What follows belongs to an exercise in optimizing a design on an open flow for small area and a short achievable clock period; a production flow would make more cautious choices. RTL that was checked went through simulation tests only; none was proved equivalent to the original. For run 5, only the layout was checked, not whether the RTL still works. Power is estimated from default activity; no workload was simulated.

File: flow/constraint.sdc
create_clock -name core_clock -period 5.0 [get_ports {PCLK_i}]
set_input_delay 1.0000 -clock core_clock [delete_from_list [all_inputs] [get_ports {PCLK_i}]]
set_output_delay 1.0000 -clock core_clock [all_outputs]
set_load 0.01 [all_outputs]
File: flow/design.v
module pwm_ch (
	input  logic        clk_i,
	input  logic        rst_ni,
	input  logic [1:0]  ctrl_i,    
	input  logic [31:0] div_i,
	input  logic        div_v_i,
	input  logic [31:0] per_i,
	input  logic        per_v_i,
	input  logic [31:0] dc_i,
	input  logic        dc_v_i,
	output logic        pts_o,
	output logic        pts_d_o,   
	output logic        oe_o
);
	logic [31:0] c1;
	logic        ph;
	logic [31:0] pc;
	function automatic lt32;
		input [31:0] a;
		input [31:0] b;
		reg [31:0] l, e;
		integer i, s;
		begin
			l = ~a & b;
			e = ~(a ^ b);
			for (s = 1; s < 32; s = s * 2)
				for (i = 0; i < 32; i = i + 2 * s) begin
					l[i] = l[i + s] | (e[i + s] & l[i]);
					e[i] = e[i + s] & e[i];
				end
			lt32 = l[0];
		end
	endfunction
	function automatic [31:0] pre32;
		input [31:0] a;
		reg [31:0] p;
		integer i, s;
		begin
			p = {a[30:0], 1'b1};
			for (s = 1; s < 32; s = s * 2)
				for (i = 0; i < 32; i = i + 1)
					if ((i / s) % 2 == 1)
						p[i] = p[i] & p[(i / s) * s - 1];
			pre32 = p;
		end
	endfunction
	wire en    = ctrl_i[1];
	wire match = div_v_i ? (c1 == div_i) : (c1 == 32'd0);
	wire tick  = en & match & ~ph;
	wire wrap  = ~per_v_i | ~lt32(pc, per_i);
	wire below = dc_v_i & lt32(pc, dc_i);
	wire load  = tick & ctrl_i[0];
	wire [31:0] c1_inc = c1 ^ pre32(c1);
	wire [31:0] pc_inc = pc ^ pre32(pc);
	assign pts_d_o = load ? below : pts_o;
	always_ff @(posedge clk_i or negedge rst_ni)
		if (!rst_ni) begin
			c1    <= 32'd1;
			ph    <= 1'b0;
			pc    <= 32'd0;
			pts_o <= 1'b0;
			oe_o  <= 1'b0;
		end else begin
			if (en)
				c1 <= match ? 32'd1 : c1_inc;
			ph    <= ph ^ (en & match);
			if (load)
				pc <= wrap ? 32'd0 : pc_inc;
			pts_o <= pts_d_o;
			oe_o  <= oe_o | load;
		end
endmodule
module	apb_pwm #(parameter DATA_WIDTH = 32,
                        ADDR_WIDTH = 8)(
	input   logic                   PCLK_i,
	input   logic                   PRST_ni,
	input   logic                   PWRITE_i,
	input   logic [ADDR_WIDTH -1:0] PADDR_i,
	input   logic [DATA_WIDTH -1:0] PWDATA_i,
	input   logic                   PSEL_i,PENABLE_i,
	output  logic [DATA_WIDTH -1:0] PRDATA_o,
	output  logic                   o_pwm_1,
	output  logic                   o_pwm_2,
	output  logic                   oe_pwm1,
	output  logic                   oe_pwm2,
	output  logic                   PSLVERR_o,PREADY_o
);
	wire       hit = (PADDR_i[7:5] == 3'd0) && (PADDR_i[1:0] == 2'd0);
	wire [2:0] idx = PADDR_i[4:2];
	wire       wr  = PSEL_i & PENABLE_i & PWRITE_i & hit;
	wire       rs  = PSEL_i & ~PENABLE_i & ~PWRITE_i & hit;
	wire [7:0] we = {8{wr}} & (8'd1 << idx);
	logic [2:0] ctrl_1, ctrl_2;
	always_ff @(posedge PCLK_i or negedge PRST_ni)
		if (!PRST_ni) begin
			ctrl_1 <= 3'd0;
			ctrl_2 <= 3'd0;
		end else begin
			if (we[0]) ctrl_1 <= PWDATA_i[2:0];
			if (we[4]) ctrl_2 <= PWDATA_i[2:0];
		end
	logic [31:0] div_1, per_1, dc_1, div_2, per_2, dc_2;
	logic [7:0]  v;    
	always_ff @(posedge PCLK_i)
		begin
			if (we[1]) div_1 <= PWDATA_i;
			if (we[2]) per_1 <= PWDATA_i;
			if (we[3]) dc_1  <= PWDATA_i;
			if (we[5]) div_2 <= PWDATA_i;
			if (we[6]) per_2 <= PWDATA_i;
			if (we[7]) dc_2  <= PWDATA_i;
		end
	always_ff @(posedge PCLK_i or negedge PRST_ni)
		if (!PRST_ni)
			v <= 8'd0;
		else
			v <= v | {we[7:5], 1'b0, we[3:1], 1'b0};
	logic [31:0] rdata_d;
	always_comb begin
		rdata_d = 32'd0;
		if (rs)
			case (idx)
				3'd0: rdata_d = {29'd0, ctrl_1};
				3'd1: rdata_d = v[1] ? div_1 : 32'd0;
				3'd2: rdata_d = v[2] ? per_1 : 32'd0;
				3'd3: rdata_d = v[3] ? dc_1  : 32'd0;
				3'd4: rdata_d = {29'd0, ctrl_2};
				3'd5: rdata_d = v[5] ? div_2 : 32'd0;
				3'd6: rdata_d = v[6] ? per_2 : 32'd0;
				3'd7: rdata_d = v[7] ? dc_2  : 32'd0;
			endcase
	end
	always_ff @(posedge PCLK_i or negedge PRST_ni)
		if (!PRST_ni)
			PRDATA_o <= 32'd0;
		else
			PRDATA_o <= rdata_d;
	logic pts_1, pts_2, pts_d_1, pts_d_2;
	pwm_ch ch1 (.clk_i(PCLK_i), .rst_ni(PRST_ni), .ctrl_i(ctrl_1[1:0]),
		.div_i(div_1), .div_v_i(v[1]), .per_i(per_1), .per_v_i(v[2]),
		.dc_i(dc_1), .dc_v_i(v[3]), .pts_o(pts_1), .pts_d_o(pts_d_1), .oe_o(oe_pwm1));
	pwm_ch ch2 (.clk_i(PCLK_i), .rst_ni(PRST_ni), .ctrl_i(ctrl_2[1:0]),
		.div_i(div_2), .div_v_i(v[5]), .per_i(per_2), .per_v_i(v[6]),
		.dc_i(dc_2), .dc_v_i(v[7]), .pts_o(pts_2), .pts_d_o(pts_d_2), .oe_o(oe_pwm2));
	wire gate_d_1 = we[0] ? PWDATA_i[2] : ctrl_1[2];
	wire gate_d_2 = we[4] ? PWDATA_i[2] : ctrl_2[2];
	always_ff @(posedge PCLK_i or negedge PRST_ni)
		if (!PRST_ni) begin
			o_pwm_1 <= 1'b0;
			o_pwm_2 <= 1'b0;
		end else begin
			o_pwm_1 <= gate_d_1 & pts_d_1;
			o_pwm_2 <= gate_d_2 & pts_d_2;
		end
	assign PSLVERR_o = 1'b0;
	assign PREADY_o  = 1'b1;
endmodule
File: flow/standard.sh
#!/bin/bash
# synth_recipe.tcl (not shown) runs the flow's synth.tcl, then flattens the netlist and writes it again
# the make line also repeats each setting of config.mk as NAME=value (left out here)
make -C /OpenROAD-flow-scripts/flow DESIGN_CONFIG=/design/flow/config.mk WORK_HOME=/design/flow/orfs CLKGATE_MAP_FILE= SYNTH_SCRIPT=/design/flow/synth_recipe.tcl "${@:-finish}"
File: flow/flow/run.sh
#!/bin/bash
# The standard layout (standard.sh) with these changes:
#  - synthesis keeps adders as plain logic for ABC (no adder-cell extraction)
#    and, when flow/abc.script exists, maps with that ABC script instead of
#    ORFS's; registers and their names are those of the standard synthesis
#  - ports get buf_1 buffers (or the cell named in flow/port_buf), sized
#    later by repair, instead of delay cells
# make's full output goes to standard.log; ORFS's own logs are in orfs/logs.
#  - the delay cells are added to the platform's don't-use list
set -euo pipefail
W=$PWD
PORT_BUF=sky130_fd_sc_hd__buf_1
if [[ -f flow/port_buf ]]; then PORT_BUF=$(cat flow/port_buf); fi
DONT_USE="sky130_fd_sc_hd__probe_p_8 sky130_fd_sc_hd__probec_p_8 sky130_fd_sc_hd__lpflow_bleeder_1 sky130_fd_sc_hd__lpflow_clkbufkapwr_1 sky130_fd_sc_hd__lpflow_clkbufkapwr_16 sky130_fd_sc_hd__lpflow_clkbufkapwr_2 sky130_fd_sc_hd__lpflow_clkbufkapwr_4 sky130_fd_sc_hd__lpflow_clkbufkapwr_8 sky130_fd_sc_hd__lpflow_clkinvkapwr_1 sky130_fd_sc_hd__lpflow_clkinvkapwr_16 sky130_fd_sc_hd__lpflow_clkinvkapwr_2 sky130_fd_sc_hd__lpflow_clkinvkapwr_4 sky130_fd_sc_hd__lpflow_clkinvkapwr_8 sky130_fd_sc_hd__lpflow_decapkapwr_12 sky130_fd_sc_hd__lpflow_decapkapwr_3 sky130_fd_sc_hd__lpflow_decapkapwr_4 sky130_fd_sc_hd__lpflow_decapkapwr_6 sky130_fd_sc_hd__lpflow_decapkapwr_8 sky130_fd_sc_hd__lpflow_inputiso0n_1 sky130_fd_sc_hd__lpflow_inputiso0p_1 sky130_fd_sc_hd__lpflow_inputiso1n_1 sky130_fd_sc_hd__lpflow_inputiso1p_1 sky130_fd_sc_hd__lpflow_inputisolatch_1 sky130_fd_sc_hd__lpflow_isobufsrc_1 sky130_fd_sc_hd__lpflow_isobufsrc_16 sky130_fd_sc_hd__lpflow_isobufsrc_2 sky130_fd_sc_hd__lpflow_isobufsrc_4 sky130_fd_sc_hd__lpflow_isobufsrc_8 sky130_fd_sc_hd__lpflow_isobufsrckapwr_16 sky130_fd_sc_hd__lpflow_lsbuf_lh_hl_isowell_tap_1 sky130_fd_sc_hd__lpflow_lsbuf_lh_hl_isowell_tap_2 sky130_fd_sc_hd__lpflow_lsbuf_lh_hl_isowell_tap_4 sky130_fd_sc_hd__lpflow_lsbuf_lh_isowell_4 sky130_fd_sc_hd__lpflow_lsbuf_lh_isowell_tap_1 sky130_fd_sc_hd__lpflow_lsbuf_lh_isowell_tap_2 sky130_fd_sc_hd__lpflow_lsbuf_lh_isowell_tap_4"
DELAY_CELLS="sky130_fd_sc_hd__clkdlybuf4s15_1 sky130_fd_sc_hd__clkdlybuf4s15_2 sky130_fd_sc_hd__clkdlybuf4s18_1 sky130_fd_sc_hd__clkdlybuf4s18_2 sky130_fd_sc_hd__clkdlybuf4s25_1 sky130_fd_sc_hd__clkdlybuf4s25_2 sky130_fd_sc_hd__clkdlybuf4s50_1 sky130_fd_sc_hd__clkdlybuf4s50_2 sky130_fd_sc_hd__dlygate4sd1_1 sky130_fd_sc_hd__dlygate4sd2_1 sky130_fd_sc_hd__dlygate4sd3_1 sky130_fd_sc_hd__dlymetal6s2s_1 sky130_fd_sc_hd__dlymetal6s4s_1 sky130_fd_sc_hd__dlymetal6s6s_1"
args=(ADDER_MAP_FILE= "BUFFER_PORTS_ARGS=-buffer_cell $PORT_BUF" "SYNTH_SCRIPT=$W/flow/my_synth.tcl")
if [[ -f flow/no_delay_cells ]]; then args+=("DONT_USE_CELLS=$DONT_USE $DELAY_CELLS"); fi
if [[ -f flow/abc.script ]]; then args+=("MY_ABC_SCRIPT=$W/flow/abc.script"); fi
if [[ -f flow/extra.vars ]]; then while read -r l; do [[ -n "$l" ]] && args+=("$l"); done < flow/extra.vars; fi
bash standard.sh "${args[@]}" finish > standard.log 2>&1
File: flow/config.mk
export PLATFORM = sky130hd
export DESIGN_NAME = apb_pwm
export DESIGN_NICKNAME = apb_pwm
export VERILOG_FILES = /design/flow/design.v
export SDC_FILE = /design/flow/constraint.sdc
export NUM_CORES = 4
export LEC_CHECK = 0
export CAP_MARGIN = 20
export CORE_MARGIN = 2
export CORE_UTILIZATION = 50
export CTS_BUF_LIST = sky130_fd_sc_hd__clkbuf_16
export CTS_CLUSTER_DIAMETER = 80
export CTS_CLUSTER_SIZE = 24
export SETUP_SLACK_MARGIN = 2.6
export SLEW_MARGIN = 20
export TNS_END_PERCENT = 0
File: flow/flow/my_synth.tcl
proc synth {args} { yosys synth -nofsm -noshare {*}$args }
proc abc {args} {
  set i [lsearch -exact $args -script]
  if {$i >= 0 && [info exists ::env(MY_ABC_SCRIPT)] && $::env(MY_ABC_SCRIPT) ne ""} {
    lset args [expr {$i + 1}] $::env(MY_ABC_SCRIPT)
  }
  yosys abc {*}$args
}
source $::env(SCRIPTS_DIR)/synth.tcl
# left out here: clear keep_hierarchy, flatten, clean up, hide names made inside functions, write 1_2_yosys.v
File: flow/flow/abc.script
strash
dch
map -D 1000
topo
stime -c
==> out/qor.yml, run 1 <==
status:
  status: "timing/DRC/antenna clean"
finish:
  area.sequential_mm2: 0.0103
  postLayoutCellArea_mm2: 0.0209
  multiInputGateArea_mm2: 0.00776
  drive_above_1_share_pct: 6.37
  nets: 2226
  area_growth_syn_to_layout_pct: 11.4
  diodes: 0
  fillers: 3380
job:
  cap_violations: 0
floorplan:
  start_util_pct: 50.9
  fp.dieW_um: 198
  die_h_um: 198
  ios: 83
  num_rows: 70
  core_area_mm2: 0.0368
  dieArea_mm2: 0.0390
yosys:
  syn_area_per_cell_um2: 9.16
  synthAdderAreaFrac_pct: 0
  synth.top_cell.area_share_pct: 30.8
  synth-compound-area-share_pct: 15.1
  ys_warn_count: 2
  yosys.area_share.simple_pct: 21.3
  async_flop_share_pct: 48.4
  synth_cell_types: 43
  synth_edf_count: 192
  synthTopCellsByCount: "nand2_1 (339), clkinv_1 (250), nor2_1 (213), edfxtp_1 (192), dfrtp_1 (178)"
  synth_area_leaders: "edfxtp_1 (31%), dfrtp_1 (24%), nand2_1 (6.8%)"
  synth_top_family_by_area: "simple AND/OR/NAND/NOR gates"
  yosysSeqAreaShare_pct: 54.8
  syn_nets: 2090
  yosys_register_bits: 372
  synthMuxAreaShare_pct: 0
  syn_area_mm2: 0.0187
  post-synth-top-count-cell: "nand2_1"
  synth-main-ff-cell: "edfxtp_1"
  synth_area_leader_cell: "edfxtp_1"
  synthXorXnorAreaFrac_pct: 3.69
  syn_inst: 2045
clock_network:
  clk_pin_slew_ns: 0.10
  clkLatencyLatePin_ns: 0.58
  htreeDepth: 1
  cts_hold_buf: 0
  cts_buffer_depth: 3
  clock-sinks: 372
  cts_tree: "yes"
  numCtsBuffers: 22
  cts_root_buf: "clkbuf_16"
route:
  routed-via-count: 16300
  wire_per_inst_um: 23.2
  drt_iter0_markers: 1691
  first_pass_iters: 6
  drc: 0
  viasPerCell: 6.12
  ant_nets: 0
  drt_wl_total_mm: 62.0
sta:
  timing.clock.skew_ns: 0.0389
  period_minus_slack_ns: 2.47
  timing.fmax_ghz: 0.405
  grt_setup_unrepaired: "yes"
  slew_headroom_pct: 35.4
  slew_violations: 0
  tightest_slew_ns: 0.960
  hold_viol_final: 0
  setup_viol: 0
  fin_crit_sh_pct: 49.4
  fin_setup_tns_ns: 0
place:
  post-dp-hpwl_mm: 45.9
  gp_congestion: 0.949
  port_buffers: 80
  place_area_mm2: 0.0198
setup_path:
  r2r_end: "o_pwm_1"
  crit_arrival_ns: 2.92
  rr_worst_depth: 9
  reg2reg_from: "ch1.pc[19]"
  crit_required_ns: 5.45
  critPathMaxFanout: 27
  start_kind: "input pin"
  end_kind: "flip-flop"
  path_class: "in2reg"
  r2r_slack_ns: 2.59
global_route:
  overflow: 0
  grt_max_degree: 99
  track_usage_pct: 31.4
  grt_pass1_wl_mm: 91.2
  grt_pass1_vias: 15500
  antenna_found_initial: 2
power_and_ir_drop:
  power_density_mw_per_mm2: 279
  leakagePower_nw: 7.28
  vdd_drop_max_v: 0.000270
hold_path:
  hp-class: "in2async"
-- registers in the layout (all words and copies together) (netlist names), 6 cells and up --
signal	flops
dc_1	32
ch2.pc	32
per_2	32
ch1.pc	32
PRDATA_o	32
ch1.c1	32
ch2.c1	32
div_2	32
per_1	32
v	6
div_1	32
dc_2	32
-- final cells by class --
type	count	area share, %
clock inverters	16	0.563
multi-input cells	1426	37.2
flip-flops and latches	372	49.2
inverters	250	4.61
well taps	468	2.80
repair buffers	109	2.76
clock buffers	24	2.88
-- worst max-delay path by stage --
| stage | startpoint | end | slack, ns |
|---|---|---|---|
| after floorplan | ch1.c1[0] | o_pwm_1 | 2.00 |
| after global placement | PADDR_i[4] | PRDATA_o[2] | 1.68 |
| after detailed placement | PADDR_i[4] | PRDATA_o[2] | 1.58 |
| after CTS | PADDR_i[3] | PRDATA_o[2] | 2.46 |
| after global routing | div_1[16] | ch1.pc[29] | 2.40 |
| final | PADDR_i[4] | PRDATA_o[0] | 2.53 |
-- worst max-delay path: stages --
cell and delay (ns):
buf_1 0.29, clkinv_1 0.24, nand4_1 0.32, clkinv_2 0.47, a221oi_1 0.44, a41oi_1 0.16
-- through the flow --
step / total power, mW / std cells / worst slack, ns / hold slack, ns / utilization (%)
after floorplan: 3.67 / 2045 / 2.00 / 0.441 / -
after global placement: 3.83 / 2607 / 1.68 / 0.458 / 53.9
final: 5.83 / 2665 / 2.53 / 0.462 / 56.8
after CTS: 5.83 / 2651 / 2.46 / 0.473 / 56.1
after global routing: 6.01 / 2665 / 2.40 / 0.508 / 56.8
after detailed placement: 3.84 / 2607 / 1.58 / 0.467 / 53.9
-- power breakdown --
| part | internal, mW | switching, mW |
|---|---|---|
| logic | 0.133 | 0.276 |
| registers | 3.29 | 0.101 |
| clock network | 0.905 | 1.12 |
-- per-layer routing --
metal	track usage, %	vias to the layer above	wire, um
li1	-	7625	-
met1	41.8	7887	25000
met2	52.3	674	29500
met3	5.02	134	5310
met4	10.7	2	2140
met5	0	-	7
-- placed cells by master, fill, tap and decap left out, types with 6 or more instances in the layout --
master,synthesis,final
nand2_1,339,336
clkinv_1,250,238
nor2_1,213,206
edfxtp_1,192,192
dfrtp_1,178,175
o21ai_0,133,130
nand3_1,128,128
nand4_1,84,84
a21oi_1,85,83
buf_1,0,79
a22oi_1,75,75
nor3_1,78,70
xor2_1,53,53
o22ai_1,32,32
a41oi_1,29,29
nor4_1,34,28
xnor2_1,26,26
a31oi_1,25,25
clkbuf_16,0,25
buf_4,2,23
a2bb2oi_1,15,15
nor2_4,0,7
or2_2,7,7
o21bai_1,8,7
nor3_2,0,7
clkinv_2,0,6
a211oi_1,6,6
inv_1,0,6
-- logic make-up after synthesis --
kind of cell / after synthesis
simple gates: 896
xor+xnor: 79
compound gates: 444
flops: 372
buf+inv: 252
other cells: 2
-- what timing repair did --
action,in CTS,in global routing
gates resized for setup,18,37
setup buffers,4,8
gates cloned,0,6
pin swaps,2,6
endpoints found under the setup margin,222,266
==> run 2: changes to the inputs <==
--- a/flow/config.mk
+++ b/flow/config.mk
@@ -11,6 +11,7 @@
 export CTS_BUF_LIST = sky130_fd_sc_hd__clkbuf_16
 export CTS_CLUSTER_DIAMETER = 80
 export CTS_CLUSTER_SIZE = 24
-export SETUP_SLACK_MARGIN = 2.6
+export PLACE_DENSITY = 0.75
+export SETUP_SLACK_MARGIN = 2.8
 export SLEW_MARGIN = 20
-export TNS_END_PERCENT = 0
+export TNS_END_PERCENT = 2
==> run 2 against run 1 <==
Net effect:
- still clean
- via count up 3.7%
- non-clock buffer count up 33
- sequential share of layout area decreased by 1.3 points
- largest cell class unchanged
==> out/qor.yml, run 2 <==
status:
  status: "timing/DRC/antenna clean"
power_and_ir_drop:
  power_density_mw_per_mm2: 271
  vdd_drop_max_v: 0.000479
  leakagePower_nw: 7.52
  p_total_mw: 5.83
clock_network:
  cts_root_buf: "clkbuf_16"
  cts_tree: "yes"
  clock-sinks: 372
  htreeDepth: 1
  clk_pin_slew_ns: 0.09
  cts_buffer_depth: 3
  clkLatencyLatePin_ns: 0.57
  numCtsBuffers: 22
global_route:
  antenna_found_initial: 1
  grt_pass1_wl_mm: 89.4
  overflow: 0
  grt_max_degree: 66
  track_usage_pct: 30.0
  grt_pass1_vias: 15500
sta:
  tightest_slew_ns: 0.918
  setup_viol: 0
  grt_setup_unrepaired: "yes"
  slew_violations: 0
  hold_viol_final: 0
  slew_headroom_pct: 38.8
  fin_crit_sh_pct: 47.3
  fin_setup_tns_ns: 0
  timing.clock.skew_ns: 0.0208
  period_minus_slack_ns: 2.36
  timing.fmax_ghz: 0.423
yosys:
  yosysSeqAreaShare_pct: 54.8
  synth_area_leader_cell: "edfxtp_1"
  synth.top_cell.area_share_pct: 30.8
  synth_area_leaders: "edfxtp_1 (31%), dfrtp_1 (24%), nand2_1 (6.8%)"
  synth_cell_types: 43
  syn_area_mm2: 0.0187
  yosys_register_bits: 372
  syn_nets: 2090
  synthTopCellsByCount: "nand2_1 (339), clkinv_1 (250), nor2_1 (213), edfxtp_1 (192), dfrtp_1 (178)"
  async_flop_share_pct: 48.4
  syn_area_per_cell_um2: 9.16
  syn_inst: 2045
  ys_warn_count: 2
  synth_edf_count: 192
  post-synth-top-count-cell: "nand2_1"
  synth-main-ff-cell: "edfxtp_1"
finish:
  layout_common_cells: "nand2_1 (331), clkinv_1 (223), nor2_1 (197)"
  nets: 2259
  area_growth_syn_to_layout_pct: 14.6
  final_common_cell: "nand2_1"
  postLayoutCellArea_mm2: 0.0215
  instances_no_fill: 2697
  drive_above_1_share_pct: 10.8
  diodes: 0
hold_path:
  hp-class: "reg2reg"
job:
  cap_violations: 0
setup_path:
  start_kind: "input pin"
  crit_required_ns: 5.19
  end_kind: "flip-flop"
  critPathMaxFanout: 17
  path_class: "in2reg"
  crit_arrival_ns: 2.56
route:
  first_pass_iters: 7
  drc: 0
  viasPerCell: 6.28
  routed-via-count: 16900
  wire_per_inst_um: 22.2
  drt_iter0_markers: 2021
  ant_nets: 0
  drt_wl_total_mm: 59.8
floorplan:
  dieArea_mm2: 0.0390
  start_util_pct: 50.9
  ios: 83
  die_h_um: 198
  fp.dieW_um: 198
  num_rows: 70
  core_area_mm2: 0.0368
place:
  placed_cells: 2609
  port_buffers: 80
  post-dp-hpwl_mm: 42.5
  place_area_mm2: 0.0199
  gp_congestion: 0.983
run 2: cells by family after synthesis:
group / share of synthesized area (%)
compound gates: 15.1
simple gates: 21.3
flops: 54.8
other cells: 0.0401
buf+inv: 5.09
xor+xnor: 3.69
run 2: cell type report:
cell class | instances | area, um2
multi-input combinational | 1426 | 8030
fill | 3141 | 15300
inverter | 250 | 993
clock inverter | 16 | 133
clock buffer | 23 | 576
sequential | 372 | 10300
tap | 468 | 586
timing repair buffer | 142 | 862
run 2: power by group:
group / switching [mW] / internal, mW / total [mW]
Combinational: 0.288 / 0.153 / 0.441
Sequential: 0.111 / 3.29 / 3.41
Clock: 1.11 / 0.874 / 1.98
Total: 1.51 / 4.32 / 5.83
run 2: metrics by stage:
step / hold WS, ns / setup WS [ns] / utilization (%)
floorplan: 0.441 / 2.00 / -
global placement: 0.460 / 1.59 / 54.0
detailed placement: 0.468 / 1.34 / 54.0
CTS: 0.488 / 2.67 / 56.8
global route: 0.506 / 2.58 / 58.4
finish: 0.486 / 2.64 / 58.4
run 2: final timing paths:
| check | slack [ns] | end | cells past startpoint | start |
|---|---|---|---|---|
| worst max-delay path | 2.64 | dc_2[26] | 6 | PADDR_i[7] |
| max in group asynchronous | 3.46 | ch1.c1[0] | 2 | PRST_ni |
| min in group asynchronous | 0.58 | ch2.pc[25] | 1 | PRST_ni |
| worst min-delay path | 0.49 | ch1.pts_o | 2 | ch1.pts_o |
| worst max register to register | 2.68 | ch1.pc[6] | 11 | div_1[16] |
| worst min register to register | 0.49 | ch1.pts_o | 2 | ch1.pts_o |
run 2: worst max-delay path, cell delays in order:
cell,delay [ns]
buf_1,0.08
nor3_2,0.17
nand2_1,0.11
nor2_2,0.18
nand2_1,0.33
nor2_4,0.67
run 2: what timing repair did:
item	in CTS	in global routing
endpoints found under the hold margin	0	0
setup buffers	13	29
pin swaps	8	17
hold buffers	0	0
gates cloned	5	2
gates resized for setup	46	100
endpoints found under the setup margin	243	334
run 2: per-layer routing:
metal | wire [um] | vias up | track usage, %
met4 | 2610 | 0 | 10.9
met1 | 23200 | 8113 | 41.1
met5 | 0 | - | 0
met2 | 27500 | 967 | 48.5
li1 | - | 7685 | -
met3 | 6440 | 163 | 4.81
==> run 3: changes to the inputs <==
--- a/flow/config.mk
+++ b/flow/config.mk
@@ -11,7 +11,6 @@
 export CTS_BUF_LIST = sky130_fd_sc_hd__clkbuf_16
 export CTS_CLUSTER_DIAMETER = 80
 export CTS_CLUSTER_SIZE = 24
-export PLACE_DENSITY = 0.75
 export SETUP_SLACK_MARGIN = 2.8
 export SLEW_MARGIN = 20
 export TNS_END_PERCENT = 2
==> run 3 against run 2 <==
Net effect:
- total power grew 0.60%
- largest power group unchanged
- still clean on timing, DRC and antenna
- cell area shrank 1.1%
- critical endpoint is now per_1[0]
- maximum frequency grew 0.23%
- combinational power shrank 5.0%
- first-iteration DRC count shrank 25%
- synthesized cell count is the same
==> out/qor.yml, run 3 <==
status:
  status: "timing/DRC/antenna clean"
finish:
  nets: 2239
  multiInputGateArea_mm2: 0.00794
  area.sequential_mm2: 0.0103
  drive_above_1_share_pct: 8.37
  diodes: 0
  layout_common_cells: "nand2_1 (330), clkinv_1 (234), nor2_1 (202)"
  area_growth_syn_to_layout_pct: 13.4
  final_common_cell: "nand2_1"
  fillers: 3234
setup_path:
  critPathMaxFanout: 16
  crit_arrival_ns: 2.56
  start_kind: "input pin"
  slowest_delay_ns: 0.54
  end_kind: "flip-flop"
  crit_required_ns: 5.20
  crit_path_top_delay_cell: "nor2_4"
  cp_top_family: "simple AND/OR/NAND/NOR gates"
  path_class: "in2reg"
  critPathBufInv: 2
  crit_chain: "buf_1, nand2_1, nor2_1, clkinv_1, nor2_4"
yosys:
  synthAdderAreaFrac_pct: 0
  ys_warn_count: 2
  synthXorXnorAreaFrac_pct: 3.69
  synth_area_leader_cell: "edfxtp_1"
  synth.top_cell.area_share_pct: 30.8
  synth_top_family_by_area: "simple AND/OR/NAND/NOR gates"
  synth-compound-area-share_pct: 15.1
  syn_inst: 2045
  yosysSeqAreaShare_pct: 54.8
  yosys_register_bits: 372
  post-synth-top-count-cell: "nand2_1"
  syn_nets: 2090
  synth_area_leaders: "edfxtp_1 (31%), dfrtp_1 (24%), nand2_1 (6.8%)"
  synth_edf_count: 192
  async_flop_share_pct: 48.4
  synth-main-ff-cell: "edfxtp_1"
  synthMuxAreaShare_pct: 0
  yosys.area_share.simple_pct: 21.3
  syn_area_per_cell_um2: 9.16
  syn_area_mm2: 0.0187
  synthTopCellsByCount: "nand2_1 (339), clkinv_1 (250), nor2_1 (213), edfxtp_1 (192), dfrtp_1 (178)"
  synth_cell_types: 43
sta:
  slew_violations: 0
  timing.clock.skew_ns: 0.0190
  hold_viol_final: 0
  period_minus_slack_ns: 2.36
  fin_crit_sh_pct: 47.2
  tightest_slew_ns: 0.877
  timing.fmax_ghz: 0.424
  setup_viol: 0
  grt_setup_unrepaired: "yes"
  slew_headroom_pct: 41.0
  fin_setup_tns_ns: 0
place:
  gp_congestion: 0.934
  port_buffers: 80
  post-dp-hpwl_mm: 45.4
clock_network:
  cts_buffer_depth: 3
  cts_tree: "yes"
  cts_root_buf: "clkbuf_16"
  htreeDepth: 1
  numCtsBuffers: 23
  cts_hold_buf: 0
  clk_pin_slew_ns: 0.09
  clock-sinks: 372
  clkLatencyLatePin_ns: 0.57
floorplan:
  core_area_mm2: 0.0368
  dieArea_mm2: 0.0390
  num_rows: 70
  ios: 83
  fp.dieW_um: 198
  start_util_pct: 50.9
  die_h_um: 198
power_and_ir_drop:
  p_total_mw: 5.87
  power.internal_mw: 4.33
  pwr-share-comb_pct: 7.1
  leakagePower_nw: 7.42
  power_switching_mw: 1.54
  p_sw_share_pct: 26.2
  sequentialPowerShare_pct: 57.9
  power_density_mw_per_mm2: 276
  vdd_drop_max_v: 0.000347
  p_clk_share_pct: 34.9
global_route:
  grt.busiest_layer: "met2"
  antenna_found_initial: 0
  grt_max_degree: 68
  grt_pass1_wl_mm: 91.7
  use_met3_pct: 3.11
  track_usage_pct: 31.5
  overflow: 0
  grt_pass1_vias: 15200
  use_met1_pct: 44.0
  gr-usage-met2_pct: 52.8
route:
  ant_nets: 0
  viasPerCell: 6.16
  routed-via-count: 16500
  drt_wl_total_mm: 63.1
  wire_per_inst_um: 23.6
  drt_iter0_markers: 1512
  first_pass_iters: 6
  drc: 0
job:
  cap_violations: 0
hold_path:
  hp-class: "reg2reg"
-- run 3: stage by stage --
stage	hold slack (ns)	std cells	setup WS (ns)	area, um2	utilization [%]
4_1_cts	0.483	2654	2.60	20700	56.4
3_5_place_dp	0.462	2607	1.51	19800	53.9
5_1_grt	0.517	2678	2.52	21200	57.8
2_1_floorplan	0.441	2045	2.00	18800	-
6_report	0.478	2678	2.64	21200	57.8
3_3_place_gp	0.459	2607	1.58	19800	53.9
-- run 3: final timing paths --
kind,from,endpoint,slack (ns),cells past startpoint
max in group asynchronous,PRST_ni,ch1.c1[0],3.54,2
worst min register to register,ch1.pts_o,ch1.pts_o,0.48,2
min in group asynchronous,PRST_ni,ch2.pc[25],0.53,1
worst max register to register,ch1.pc[19],o_pwm_1,2.67,9
worst max-delay path,PADDR_i[3],per_1[0],2.64,5
worst min-delay path,ch1.pts_o,ch1.pts_o,0.48,2
-- run 3: what timing repair did --
action / CTS / global route
cloned: 3 / 8
gates resized for setup: 31 / 79
setup buffers: 3 / 16
setup endpoints to repair: 237 / 295
pin swaps: 2 / 14
-- run 3: tightest hold or removal path, stage by stage, from the launching register on --
cell and delay [ns]:
dfrtp_1 0.33, nand2_1 0.06, nand2_1 0.06
-- run 3: area by class of cell --
cell class,count,share of cell area [%]
Multi-Input combinational cell,1428,37.4
Sequential cell,372,48.4
Inverter,250,4.58
Timing Repair Buffer,119,3.52
Clock inverter,18,0.701
Clock buffer,23,2.71
Tap cell,468,2.76
-- run 3: cell families (layout without fill, tap and decap cells) --
group	Yosys count	count (layout)
and+or+nand+nor	896	902
DFF	372	372
xor gates and xnor gates	79	79
buffers and inverters	252	410
other	2	2
AOI/OAI and AO/OA	444	445
-- run 3: routing by layer --
layer | vias to the layer above | part of all wire (%) | routed length [um]
met5 | - | 0 | 0
met4 | 0 | 2.9 | 1850
met3 | 103 | 7.9 | 4980
met2 | 706 | 47 | 29800
met1 | 8024 | 42 | 26400
li1 | 7665 | - | -
-- run 3: power by group through the flow --
stage	Sequential (mW)	Clock, mW	Combinational [mW]
6_report	3.40	2.05	0.419
2_1_floorplan	3.43	0	0.237
3_3_place_gp	3.46	0	0.377
5_1_grt	3.41	2.17	0.473
3_5_place_dp	3.46	0	0.383
4_1_cts	3.39	2.07	0.392
==> run 4: changes to the inputs <==
--- a/flow/config.mk
+++ b/flow/config.mk
@@ -11,6 +11,7 @@
 export CTS_BUF_LIST = sky130_fd_sc_hd__clkbuf_16
 export CTS_CLUSTER_DIAMETER = 80
 export CTS_CLUSTER_SIZE = 24
+export GPL_ROUTABILITY_DRIVEN = 0
 export SETUP_SLACK_MARGIN = 2.8
 export SLEW_MARGIN = 20
 export TNS_END_PERCENT = 2
==> run 4 against run 3 <==
Net effect:
- die area did not move
- register-to-register slack improved by 0.03 ns
- critical path depth up 2
- clock-buffer cell count up 2
- sequential power barely moved
- cell count up 0.34%
- global-route usage fell by 0.084 points
- combinational power decreased by 1%
- clock skew is 0.0053 ns higher
- critical path type unchanged
- critical endpoint is now div_2[28]
- largest power group unchanged
==> out/qor.yml, run 4 <==
status:
  status: "timing/DRC/antenna clean"
yosys:
  async_flop_share_pct: 48.4
  synth.top_cell.area_share_pct: 30.8
  synth-compound-area-share_pct: 15.1
  synthTopCellsByCount: "nand2_1 (339), clkinv_1 (250), nor2_1 (213), edfxtp_1 (192), dfrtp_1 (178)"
  yosys_register_bits: 372
  synthMuxAreaShare_pct: 0
  synth-main-ff-cell: "edfxtp_1"
  yosysSeqAreaShare_pct: 54.8
  syn_area_mm2: 0.0187
  synth_cell_types: 43
  synth_area_leader_cell: "edfxtp_1"
  post-synth-top-count-cell: "nand2_1"
  ys_warn_count: 2
  synthXorXnorAreaFrac_pct: 3.69
  yosys.area_share.simple_pct: 21.3
  syn_nets: 2090
  synthAdderAreaFrac_pct: 0
  synth_edf_count: 192
  synth_area_leaders: "edfxtp_1 (31%), dfrtp_1 (24%), nand2_1 (6.8%)"
  syn_inst: 2045
  synth_top_family_by_area: "simple AND/OR/NAND/NOR gates"
  syn_area_per_cell_um2: 9.16
finish:
  layout_common_cells: "nand2_1 (331), clkinv_1 (229), nor2_1 (198)"
  area.sequential_mm2: 0.0103
  drive_above_1_share_pct: 9.64
  multiInputGateArea_mm2: 0.00795
  final_common_cell: "nand2_1"
  area_growth_syn_to_layout_pct: 14.6
  fillers: 3273
  nets: 2246
  diodes: 0
  postLayoutCellArea_mm2: 0.0215
setup_path:
  rr_worst_depth: 9
  crit_required_ns: 5.24
  reg2reg_from: "ch1.pc[19]"
  end_kind: "flip-flop"
  r2r_end: "o_pwm_1"
  start_kind: "input pin"
  r2r_slack_ns: 2.70
  crit_path_start: "PADDR_i[7]"
  critical_path.endpoint: "div_2[28]"
  path_class: "in2reg"
  crit_arrival_ns: 2.67
  critPathMaxFanout: 27
clock_network:
  clock-sinks: 372
  clk_pin_slew_ns: 0.09
  cts_buffer_depth: 3
  cts_root_buf: "clkbuf_16"
  numCtsBuffers: 24
  clkLatencyLatePin_ns: 0.58
  cts_tree: "yes"
  cts_hold_buf: 0
  htreeDepth: 1
sta:
  timing.clock.skew_ns: 0.0244
  tightest_slew_ns: 0.756
  setup_viol: 0
  grt_setup_unrepaired: "yes"
  hold_viol_final: 0
  fin_crit_sh_pct: 48.5
  slew_headroom_pct: 49.4
  timing.fmax_ghz: 0.412
  slew_violations: 0
  fin_setup_tns_ns: 0
  period_minus_slack_ns: 2.43
place:
  place_area_mm2: 0.0198
  port_buffers: 80
  post-dp-hpwl_mm: 45.1
hold_path:
  hp-class: "in2async"
global_route:
  overflow: 0
  antenna_found_initial: 0
  grt_max_degree: 97
  grt_pass1_vias: 15300
  track_usage_pct: 31.4
  grt_pass1_wl_mm: 91.9
floorplan:
  start_util_pct: 50.9
  core_area_mm2: 0.0368
  die_h_um: 198
  ios: 83
  dieArea_mm2: 0.0390
  fp.dieW_um: 198
  num_rows: 70
job:
  cap_violations: 0
route:
  routed-via-count: 16600
  first_pass_iters: 6
  viasPerCell: 6.19
  drt_wl_total_mm: 63.4
  ant_nets: 0
  drt_iter0_markers: 1803
  wire_per_inst_um: 23.6
  drc: 0
power_and_ir_drop:
  leakagePower_nw: 7.52
  vdd_drop_max_v: 0.000310
  power_density_mw_per_mm2: 286
run 4: power breakdown:
group / switching [mW] / leakage (nW) / internal [mW]
Clock: 1.20 / 0.435 / 1.12
Sequential: 0.104 / 4.15 / 3.29
Combinational: 0.272 / 2.93 / 0.142
run 4: worst max-delay path, stage by stage:
cell,delay [ns]
buf_1,0.08
nor3_2,0.16
nand2_1,0.10
nor2_2,0.19
nand2_1,0.38
nor2_4,0.33
buf_4,0.40
run 4: area by class of cell:
| type | instances | area share, % |
|---|---|---|
| inverters | 250 | 4.57 |
| multi-input cells | 1427 | 37.0 |
| clock buffers | 25 | 2.91 |
| repair buffers | 126 | 3.73 |
| clock inverters | 19 | 1.15 |
| flip-flops and latches | 372 | 47.9 |
| well taps | 468 | 2.73 |
run 4: worst min path at each step:
stage                    from         end  slack, ns  cells after the start
CTS                   PRST_ni  ch2.pc[29]       0.47                      1
global route          PRST_ni  ch2.pc[29]       0.51                      1
finish                PRST_ni  ch2.pc[29]       0.46                      1
detailed placement  ch1.pts_o   ch1.pts_o       0.46                      2
floorplan           ch1.pts_o   ch1.pts_o       0.44                      2
global placement    ch1.pts_o   ch1.pts_o       0.46                      2
run 4: per-stage QoR:
stage | utilization (%) | hold slack [ns] | instances | worst slack (ns) | power, mW
after detailed placement | 53.9 | 0.463 | 2607 | 1.52 | 3.83
after global placement | 53.9 | 0.462 | 2607 | 1.68 | 3.83
final | 58.4 | 0.460 | 2687 | 2.57 | 6.14
after floorplan | - | 0.441 | 2045 | 2.00 | 3.67
after global routing | 58.4 | 0.509 | 2687 | 2.49 | 6.33
after CTS | 56.8 | 0.472 | 2658 | 2.57 | 6.12
run 4: logic make-up (layout without fill, tap and decap cells):
logic type / count (synthesis) / after routing
and+or+nand+nor: 896 / 902
AOI/OAI and AO/OA: 444 / 444
DFF: 372 / 372
buffers and inverters: 252 / 420
xor gates and xnor gates: 79 / 79
other: 2 / 2
run 4: metal layers:
metal	share of wire, %	up-vias	routed length (um)	global-route usage (%)
met5	0	-	0	0
met4	3.9	0	2460	10.9
met3	8.9	145	5650	4.58
met2	47	785	29600	51.5
met1	41	8028	25700	42.8
li1	-	7670	-	-
run 4: what timing repair did:
action | CTS | global route
resized for setup | 41 | 91
setup endpoints to repair | 281 | 322
cloned | 2 | 10
setup buffers | 5 | 19
pin swaps | 3 | 16
==> run 5: changes to the inputs <==
--- a/flow/design.v
+++ b/flow/design.v
@@ -12,9 +12,11 @@
 	output logic        pts_d_o,   
 	output logic        oe_o
 );
-	logic [31:0] c1;
+	logic [31:0] c1;    
+	logic        y;     
 	logic        ph;
-	logic [31:0] pc;
+	logic [31:0] pc;    
+	logic        z;     
 	function automatic lt32;
 		input [31:0] a;
 		input [31:0] b;
@@ -44,28 +46,35 @@
 			pre32 = p;
 		end
 	endfunction
-	wire en    = ctrl_i[1];
-	wire match = div_v_i ? (c1 == div_i) : (c1 == 32'd0);
-	wire tick  = en & match & ~ph;
-	wire wrap  = ~per_v_i | ~lt32(pc, per_i);
-	wire below = dc_v_i & lt32(pc, dc_i);
-	wire load  = tick & ctrl_i[0];
+	wire en     = ctrl_i[1];
+	wire eq     = div_v_i ? (c1 == div_i) : (c1 == 32'd0);
+	wire match  = y ? (div_v_i & (div_i == 32'd1)) : eq;
+	wire tick   = en & match & ~ph;
+	wire load   = tick & ctrl_i[0];
+	wire lt_per = z ? (per_v_i & (per_i != 32'd0)) : (per_v_i & lt32(pc, per_i));
+	wire lt_dc  = z ? (dc_v_i & (dc_i != 32'd0)) : (dc_v_i & lt32(pc, dc_i));
 	wire [31:0] c1_inc = c1 ^ pre32(c1);
 	wire [31:0] pc_inc = pc ^ pre32(pc);
-	assign pts_d_o = load ? below : pts_o;
+	assign pts_d_o = load ? lt_dc : pts_o;
+	always_ff @(posedge clk_i) begin
+		if (en)
+			c1 <= y ? 32'd2 : c1_inc;
+		if (load)
+			pc <= z ? 32'd1 : pc_inc;
+	end
 	always_ff @(posedge clk_i or negedge rst_ni)
 		if (!rst_ni) begin
-			c1    <= 32'd1;
+			y     <= 1'b1;
 			ph    <= 1'b0;
-			pc    <= 32'd0;
+			z     <= 1'b1;
 			pts_o <= 1'b0;
 			oe_o  <= 1'b0;
 		end else begin
 			if (en)
-				c1 <= match ? 32'd1 : c1_inc;
+				y <= match;
 			ph    <= ph ^ (en & match);
 			if (load)
-				pc <= wrap ? 32'd0 : pc_inc;
+				z <= ~lt_per;
 			pts_o <= pts_d_o;
 			oe_o  <= oe_o | load;
 		end
--- a/flow/config.mk
+++ b/flow/config.mk
@@ -11,7 +11,6 @@
 export CTS_BUF_LIST = sky130_fd_sc_hd__clkbuf_16
 export CTS_CLUSTER_DIAMETER = 80
 export CTS_CLUSTER_SIZE = 24
-export GPL_ROUTABILITY_DRIVEN = 0
-export SETUP_SLACK_MARGIN = 2.8
+export SETUP_SLACK_MARGIN = 2.6
 export SLEW_MARGIN = 20
-export TNS_END_PERCENT = 2
+export TNS_END_PERCENT = 0
==> run 5 against run 4 <==
Net effect:
- area after synthesis rose by 2.1%
- utilization fell by 0.60 points
- worst setup slack got worse by 0.19 ns
- critical endpoint is now PRDATA_o[2]
- largest cell class unchanged
- critical path type unchanged
==> out/qor.yml, run 5 <==
status:
  status: "timing/DRC/antenna clean"
yosys:
  syn_area_mm2: 0.0191
  syn_area_per_cell_um2: 9.52
  synthAdderAreaFrac_pct: 0
  synth-compound-area-share_pct: 15.9
  yosysSeqAreaShare_pct: 57.5
  synthTopCellsByCount: "edfxtp_1 (320), clkinv_1 (309), nand2_1 (270), nor2_1 (198), a21oi_1 (157)"
  synth-main-ff-cell: "edfxtp_1"
  synthXorXnorAreaFrac_pct: 2.20
  post-synth-top-count-cell: "edfxtp_1"
  syn_nets: 2056
  synth_area_leader_cell: "edfxtp_1"
  synth_area_leaders: "edfxtp_1 (50%), dfrtp_1 (6.8%), clkinv_1 (6.1%)"
  synth_top_family_by_area: "simple AND/OR/NAND/NOR gates"
  ys_warn_count: 2
  synth.top_cell.area_share_pct: 50.2
  yosys_register_bits: 376
  synth_cell_types: 44
  synthMuxAreaShare_pct: 0
  yosys.area_share.simple_pct: 18.2
  syn_inst: 2011
  async_flop_share_pct: 14.9
  synth_edf_count: 320
setup_path:
  crit_required_ns: 5.50
  end_kind: "flip-flop"
  worstSetupPathDepth: 7
  critPathBufInv: 2
  crit_path_top_delay_cell: "o22ai_1"
  rr_worst_depth: 10
  reg2reg_from: "ch1.pc[1]"
  path_class: "in2reg"
  cp_top_family: "compound AO/OA/AOI/OAI gates"
  critical_path.endpoint: "PRDATA_o[2]"
  r2r_slack_ns: 2.43
  crit_chain: "buf_1, nand3_1, nor2_1, clkinv_2, o22ai_1, a221oi_1, a31oi_1"
  critPathMaxFanout: 20
  crit_arrival_ns: 3.12
  crit_path_start: "PADDR_i[4]"
  slowest_delay_ns: 0.56
  r2r_end: "ch1.pc[20]"
  start_kind: "input pin"
route:
  drc: 0
  viasPerCell: 6.21
  drt_wl_total_mm: 66.1
  ant_nets: 0
  routed-via-count: 16700
  first_pass_iters: 5
  wire_per_inst_um: 24.5
  drt_iter0_markers: 1611
global_route:
  track_usage_pct: 33.2
  grt_max_degree: 38
  overflow: 0
  antenna_found_initial: 2
  grt_pass1_vias: 15400
  grt_pass1_wl_mm: 96.9
floorplan:
  fp.dieW_um: 200
  die_h_um: 200
  ios: 83
  start_util_pct: 50.8
  dieArea_mm2: 0.0399
  core_area_mm2: 0.0377
  num_rows: 71
clock_network:
  cts_hold_buf: 0
  clk_pin_slew_ns: 0.10
  numCtsBuffers: 26
  cts_buffer_depth: 3
  cts_root_buf: "clkbuf_16"
  cts_tree: "yes"
  clkLatencyLatePin_ns: 0.61
  htreeDepth: 1
  clock-sinks: 376
finish:
  postLayoutCellArea_mm2: 0.0218
  final_common_cell: "edfxtp_1"
  nets: 2206
  area_growth_syn_to_layout_pct: 13.7
  layout.core_utilization_pct: 57.8
  drive_above_1_share_pct: 7.57
  layout_common_cells: "edfxtp_1 (320), clkinv_1 (299), nand2_1 (262)"
sta:
  period_minus_slack_ns: 2.62
  grt_setup_unrepaired: "yes"
  timing.clock.skew_ns: 0.0314
  fin_crit_sh_pct: 52.3
  timing.fmax_ghz: 0.382
  setup_viol: 0
  tightest_slew_ns: 0.886
  fin_setup_tns_ns: 0
  slew_violations: 0
  hold_viol_final: 0
  slew_headroom_pct: 40.9
job:
  cap_violations: 0
place:
  port_buffers: 80
  place_area_mm2: 0.0202
  gp_congestion: 0.945
  post-dp-hpwl_mm: 49.2
hold_path:
  hp-class: "in2async"
power_and_ir_drop:
  leakagePower_nw: 7.07
  p_total_mw: 5.87
  power_density_mw_per_mm2: 270
  vdd_drop_max_v: 0.000313
run 5: cell count changes after synthesis, sizes merged, moves of 12 or more:
| cell | change |
|---|---|
| a21oi | +72 |
| a22oi | -18 |
| a2bb2oi | -12 |
| a41oi | -23 |
| clkinv | +59 |
| dfrtp | -126 |
| edfxtp | +128 |
| nand2 | -69 |
| nand3 | -66 |
| nor2 | -15 |
| nor3 | -15 |
| nor4 | +40 |
| o22ai | +48 |
| xor2 | -34 |
run 5: area by class of cell:
type                            instances  area (um2)
Clock inverter                         22         233
Tap cell                              511         639
Multi-Input combinational cell       1330        7300
Antenna cell                            2        5.00
Fill cell                            3325       15900
Sequential cell                       376       11000
Inverter                              309        1180
Clock buffer                           26         651
Timing Repair Buffer                  118         744
run 5: stage by stage:
stage,std cells,worst slack (ns),hold WS (ns)
after floorplan,2011,2.35,0.444
after global placement,2610,1.63,0.454
after detailed placement,2610,1.57,0.462
after CTS,2673,2.31,0.410
after global routing,2693,2.25,0.436
final,2694,2.38,0.404
run 5: cells by family after synthesis:
logic type / after synthesis
simple gates: 766
compound gates: 508
flops: 376
buf+inv: 311
xor+xnor: 48
other cells: 2
run 5: worst min path at each step:
| stage | startpoint | cells after the start | endpoint |
|---|---|---|---|
| 2_1_floorplan | ch2.pts_o | 2 | ch2.pts_o |
| 3_3_place_gp | ch1.oe_o | 1 | ch1.oe_o |
| 3_5_place_dp | ch2.pts_o | 2 | ch2.pts_o |
| 4_1_cts | PRST_ni | 1 | PRDATA_o[10] |
| 5_1_grt | PRST_ni | 1 | PRDATA_o[10] |
| 6_report | PRST_ni | 1 | PRDATA_o[8] |
run 5: where the power goes:
| group | internal [mW] | switching (mW) | leakage, nW | total, mW |
|---|---|---|---|---|
| Sequential | 3.39 | 0.00823 | 3.40 | 3.40 |
| Combinational | 0.0339 | 0.130 | 3.23 | 0.164 |
| Clock | 1.07 | 1.24 | 0.447 | 2.31 |
run 5: timing repair:
action,in CTS,in global routing
gates resized for setup,30,29
gates cloned,6,0
setup endpoints to repair,371,375
setup buffers,9,19
pin swaps,11,10
run 5: routing by layer:
metal  vias up  global-route usage [%]  routed length [um]
li1       7696                       -                   -
met1      8156                    45.9               27400
met2       742                    53.2               30500
met3       142                    4.07                4920
met4         0                    14.0                3230
met5         -                       0                   0

## afterwards: timing with drivers on the ports
The flow's constraints put no driver on any port. The routed layouts listed below were extracted and timed again, unchanged, in two steps. Step 1 sets driving cells, clkbuf_16 on the clock port and buf_2 on the other inputs (assumed; they add their load-dependent delay and slew). Step 2 times the ports against the registers' clock, not the clock port: input delays grow and output delays shrink by t, the midpoint of the rising clock arrivals with the driver on. Slacks: ideal / step 1 / step 2; pairs: ideal / step 1.
run | shift t [ns] | setup WS [ns] | worst setup path after step 2 | latest minus earliest clock arrival (ns) | worst register clock-pin slew, ns
run 1 | 0.615 | 2.528 / 2.536 / 1.921 | input to register | 0.039 / 0.040 | 0.10 / 0.10
run 2 | 0.615 | 2.635 / 2.669 / 2.054 | input to register | 0.021 / 0.021 | 0.10 / 0.10
run 3 | 0.623 | 2.641 / 2.664 / 2.041 | input to register | 0.020 / 0.019 | 0.10 / 0.10
run 4 | 0.623 | 2.575 / 2.607 / 1.984 | input to register | 0.028 / 0.028 | 0.10 / 0.10
run 5 | 0.649 | 2.384 / 2.341 / 1.692 | input to register | 0.034 / 0.033 | 0.10 / 0.10
After both steps setup and hold are still met in every run listed. The setup slack of run 5, which loses most, moves by -0.043 ns with the drivers and by -0.692 ns with both steps.
